From an optimization exercise on the open Yosys and OpenROAD flow, aimed at small area; shortcuts taken in it are not production practice.
At most, simulation tests tie the RTL to the original design; equivalence was not proved.
Power is estimated from default activity; no workload was simulated.

==> flow/design.v <==
module PSEC6_spi (
    input logic rstn,  
    input logic spi_clk,
    input logic pico,
    input logic cs,  
    input logic trigger_in,  
    input logic [7:0] poci_ch,  
    input logic [7:0] stop_request,
    output logic poci,
    output logic trigger_out,
    output logic [7:0] test_point_control,  
    output logic clk_enable,
    output logic [5:0] vco_digital_band,  
    output logic [4:0] ref_clk_tgate_control,  
    output logic slow_mode,  
    output logic pfd_switch,  
    output logic pll_switch,  
    output logic [7:0] lpf_resistor_sel,  
    output logic [1:0] mode,  
    output logic [7:0] disc_polarity,  
    output logic [2:0] select_reg,  
    output logic inst_rst,  
    output logic inst_readout,  
    output logic inst_start  
);
    logic full_rstn;
    assign full_rstn = cs & rstn;
    logic [7:0] sr;       
    logic [3:0] cnt;      
    logic       past8;    
    logic [6:0] addr;     
    logic       wr_q;     
    logic       rd0;      
    logic       is_write;
    logic [7:0] r_vco, r_mask, r_inst, r_mode, r_pol, r_ref, r_slow, r_pfd, r_pll, r_tpc, r_lpf;
    always_ff @(posedge spi_clk) begin
        sr <= {sr[6:0], pico};
    end
    logic byte_end;    
    logic addr_byte;   
    assign byte_end  = (cnt[2:0] == 3'd0) & (past8 | cnt[3]);
    assign addr_byte = cnt[3] & (~past8 | wr_q);
    always_ff @(posedge spi_clk or negedge full_rstn) begin
        if (!full_rstn) begin
            cnt <= '0;
            past8 <= 1'b0;
            wr_q <= 1'b0;
            addr <= '0;
        end
        else begin
            cnt <= cnt + 4'd1;
            if (cnt == 4'd8) past8 <= 1'b1;
            wr_q <= is_write;
            if (byte_end) begin
                if (addr_byte) addr <= sr[6:0];
                else if (!wr_q) addr <= addr + 7'd1;
            end
        end
    end
    always_ff @(negedge spi_clk or negedge full_rstn) begin
        if (!full_rstn) begin
            is_write <= 1'b0;
        end
        else if ((cnt[2:0] == 3'd0) & cnt[3] & (~past8 | is_write)) begin
            is_write <= sr[7];
        end
    end
    logic we;
    assign we = is_write & (cnt == 4'd0) & past8;
    always_ff @(negedge spi_clk or negedge rstn) begin
        if (!rstn) begin
            r_vco  <= 8'h3f;
            r_mask <= 8'hff;
            r_mode <= 8'h03;
            r_pol  <= 8'hff;
            r_ref  <= 8'h04;
            r_slow <= 8'h00;
            r_pfd  <= 8'h01;
            r_pll  <= 8'h00;
            r_tpc  <= 8'h00;
            r_lpf  <= 8'h1f;
        end
        else if (we) begin
            if (addr == 7'd1)  r_vco  <= sr;
            if (addr == 7'd2)  r_mask <= sr;
            if (addr == 7'd4)  r_mode <= sr;
            if (addr == 7'd5)  r_pol  <= sr;
            if (addr == 7'd6)  r_ref  <= sr;
            if (addr == 7'd7)  r_slow <= sr;
            if (addr == 7'd8)  r_pfd  <= sr;
            if (addr == 7'd9)  r_pll  <= sr;
            if (addr == 7'd10) r_tpc  <= sr;
            if (addr == 7'd11) r_lpf  <= sr;
        end
    end
    always_ff @(negedge spi_clk or negedge full_rstn) begin
        if (!full_rstn) begin
            r_inst <= 8'h00;
        end
        else if (we & (addr == 7'd3)) begin
            r_inst <= sr;
        end
    end
    logic clk_enable_rstn;
    assign clk_enable_rstn = rstn & ~trigger_in;
    always_ff @(negedge spi_clk or negedge clk_enable_rstn) begin
        if (!clk_enable_rstn) begin
            clk_enable <= 1'b0;
        end
        else if (we & (addr == 7'd3) & (sr[1:0] == 2'd3)) begin
            clk_enable <= 1'b1;
        end
    end
    logic [7:0] rdata;
    always_comb begin
        case (addr)
            7'd1:  rdata = r_vco;
            7'd2:  rdata = r_mask;
            7'd3:  rdata = r_inst;
            7'd4:  rdata = r_mode;
            7'd5:  rdata = r_pol;
            7'd6:  rdata = r_ref;
            7'd7:  rdata = r_slow;
            7'd8:  rdata = r_pfd;
            7'd9:  rdata = r_pll;
            7'd10: rdata = r_tpc;
            7'd11: rdata = r_lpf;
            default: rdata = 8'h00;
        endcase
    end
    always_ff @(posedge spi_clk) begin
        rd0 <= rdata[0];
    end
    logic poci_spi;
    always_comb begin
        if (!past8) poci_spi = 1'b0;
        else if (is_write & ((cnt - 4'd1) < 4'd8)) poci_spi = 1'b0;
        else if (cnt[2:0] == 3'd0) poci_spi = rd0;
        else poci_spi = rdata[3'd0 - cnt[2:0]];
    end
    logic in_ch;
    logic [4:0] s1;
    logic [3:0] s2;
    logic [2:0] ch_idx;
    logic [2:0] ch;
    assign in_ch = (addr >= 7'd12) & (addr <= 7'd67);
    assign s1 = {2'b0, addr[2:0]} + {2'b0, addr[5:3]} + {4'b0, addr[6]} + 5'd2;
    assign s2 = {1'b0, s1[2:0]} + {2'b0, s1[4:3]};
    assign ch_idx = (s2 >= 4'd7) ? 3'(s2 - 4'd7) : s2[2:0];    
    assign ch = ch_idx - addr[2:0] + 3'd4;                     
    assign select_reg = in_ch ? ch_idx : 3'd7;
    assign poci = in_ch ? poci_ch[ch] : poci_spi;
    assign vco_digital_band = r_vco[5:0];
    assign mode = r_mode[1:0];
    assign disc_polarity = r_pol;
    assign slow_mode = r_slow[0];
    assign pfd_switch = r_pfd[0];
    assign pll_switch = r_pll[0];
    assign test_point_control = r_tpc;
    assign lpf_resistor_sel = r_lpf;
    assign trigger_out = |(stop_request & r_mask);
    assign inst_rst     = (r_inst[1:0] == 2'd1);
    assign inst_readout = (r_inst[1:0] == 2'd2);
    assign inst_start   = (r_inst[1:0] == 2'd3);
    always_comb begin
        if (!rstn) ref_clk_tgate_control = 5'b00010;
        else begin
            case (r_ref[2:0])
                3'd0: ref_clk_tgate_control = 5'b00001;
                3'd2: ref_clk_tgate_control = 5'b00100;
                3'd3: ref_clk_tgate_control = 5'b01000;
                3'd4: ref_clk_tgate_control = 5'b10000;
                default: ref_clk_tgate_control = 5'b00010;
            endcase
        end
    end
endmodule
==> flow/config.mk <==
export PLATFORM = sky130hd
export DESIGN_NAME = PSEC6_spi
export DESIGN_NICKNAME = PSEC6_spi
export VERILOG_FILES = /design/flow/design.v
export SDC_FILE = /design/flow/constraint.sdc
export NUM_CORES = 4
export LEC_CHECK = 0
export CAP_MARGIN = 20
export CORE_MARGIN = 2
export CORE_UTILIZATION = 40
export SLEW_MARGIN = 20
==> flow/constraint.sdc <==
create_clock -name core_clock -period 25.0 [get_ports {spi_clk}]
set_input_delay 5.0000 -clock core_clock [delete_from_list [all_inputs] [get_ports {spi_clk}]]
set_output_delay 5.0000 -clock core_clock [all_outputs]
set_load 0.01 [all_outputs]
standard.sh (not shown) runs the stock make flow with config.mk's settings and CLKGATE_MAP_FILE= SYNTH_SCRIPT=/design/flow/synth_recipe.tcl, a recipe that flattens the netlist after the stock synthesis.
==> flow/flow/run.sh <==
#!/bin/bash
set -euo pipefail
export BUFFER_PORTS_ARGS="-buffer_cell sky130_fd_sc_hd__buf_1"
export REMOVE_ABC_BUFFERS=1
export CTS_ARGS="-sink_clustering_enable -repair_clock_nets -dont_use_dummy_load -buf_list {sky130_fd_sc_hd__clkbuf_4 sky130_fd_sc_hd__clkbuf_8}"
bash standard.sh > standard.log 2>&1
Edit:
--- a/flow/design.v
+++ b/flow/design.v
@@ -39,8 +39,11 @@
     logic byte_end;    
     logic addr_byte;   
     assign byte_end  = (cnt[2:0] == 3'd0) & (past8 | cnt[3]);
     assign addr_byte = cnt[3] & (~past8 | wr_q);
+    logic ld_addr, inc_addr;
+    assign ld_addr  = byte_end & addr_byte;
+    assign inc_addr = byte_end & ~addr_byte & ~wr_q;
     always_ff @(posedge spi_clk or negedge full_rstn) begin
         if (!full_rstn) begin
             cnt <= '0;
             past8 <= 1'b0;
@@ -50,12 +53,9 @@
         else begin
             cnt <= cnt + 4'd1;
             if (cnt == 4'd8) past8 <= 1'b1;
             wr_q <= is_write;
-            if (byte_end) begin
-                if (addr_byte) addr <= sr[6:0];
-                else if (!wr_q) addr <= addr + 7'd1;
-            end
+            addr <= (ld_addr ? sr[6:0] : addr) + {6'd0, inc_addr};
         end
     end
     always_ff @(negedge spi_clk or negedge full_rstn) begin
         if (!full_rstn) begin
@@ -138,17 +138,22 @@
         else if (cnt[2:0] == 3'd0) poci_spi = rd0;
         else poci_spi = rdata[3'd0 - cnt[2:0]];
     end
     logic in_ch;
-    logic [4:0] s1;
-    logic [3:0] s2;
-    logic [2:0] ch_idx;
-    logic [2:0] ch;
+    logic [2:0] ch;       
+    logic [2:0] ch_idx;   
+    always_comb begin
+        ch = 3'd0;
+        if (addr >= 7'd19) ch = 3'd1;
+        if (addr >= 7'd26) ch = 3'd2;
+        if (addr >= 7'd33) ch = 3'd3;
+        if (addr >= 7'd40) ch = 3'd4;
+        if (addr >= 7'd47) ch = 3'd5;
+        if (addr >= 7'd54) ch = 3'd6;
+        if (addr >= 7'd61) ch = 3'd7;
+    end
     assign in_ch = (addr >= 7'd12) & (addr <= 7'd67);
-    assign s1 = {2'b0, addr[2:0]} + {2'b0, addr[5:3]} + {4'b0, addr[6]} + 5'd2;
-    assign s2 = {1'b0, s1[2:0]} + {2'b0, s1[4:3]};
-    assign ch_idx = (s2 >= 4'd7) ? 3'(s2 - 4'd7) : s2[2:0];    
-    assign ch = ch_idx - addr[2:0] + 3'd4;                     
+    assign ch_idx = addr[2:0] + 3'd4 + ch;    
     assign select_reg = in_ch ? ch_idx : 3'd7;
     assign poci = in_ch ? poci_ch[ch] : poci_spi;
     assign vco_digital_band = r_vco[5:0];
     assign mode = r_mode[1:0];
- synthesized area goes up by 2.0%
- utilization goes down by 0.96 points
- via count goes up by 3.3%
- setup slack gets worse by 210 ps
- clock-buffer cell count stays the same
- wire length goes up by 8.4%
- power goes down by 40%
For the second run of this note, only the layout was checked, not whether the RTL still works.
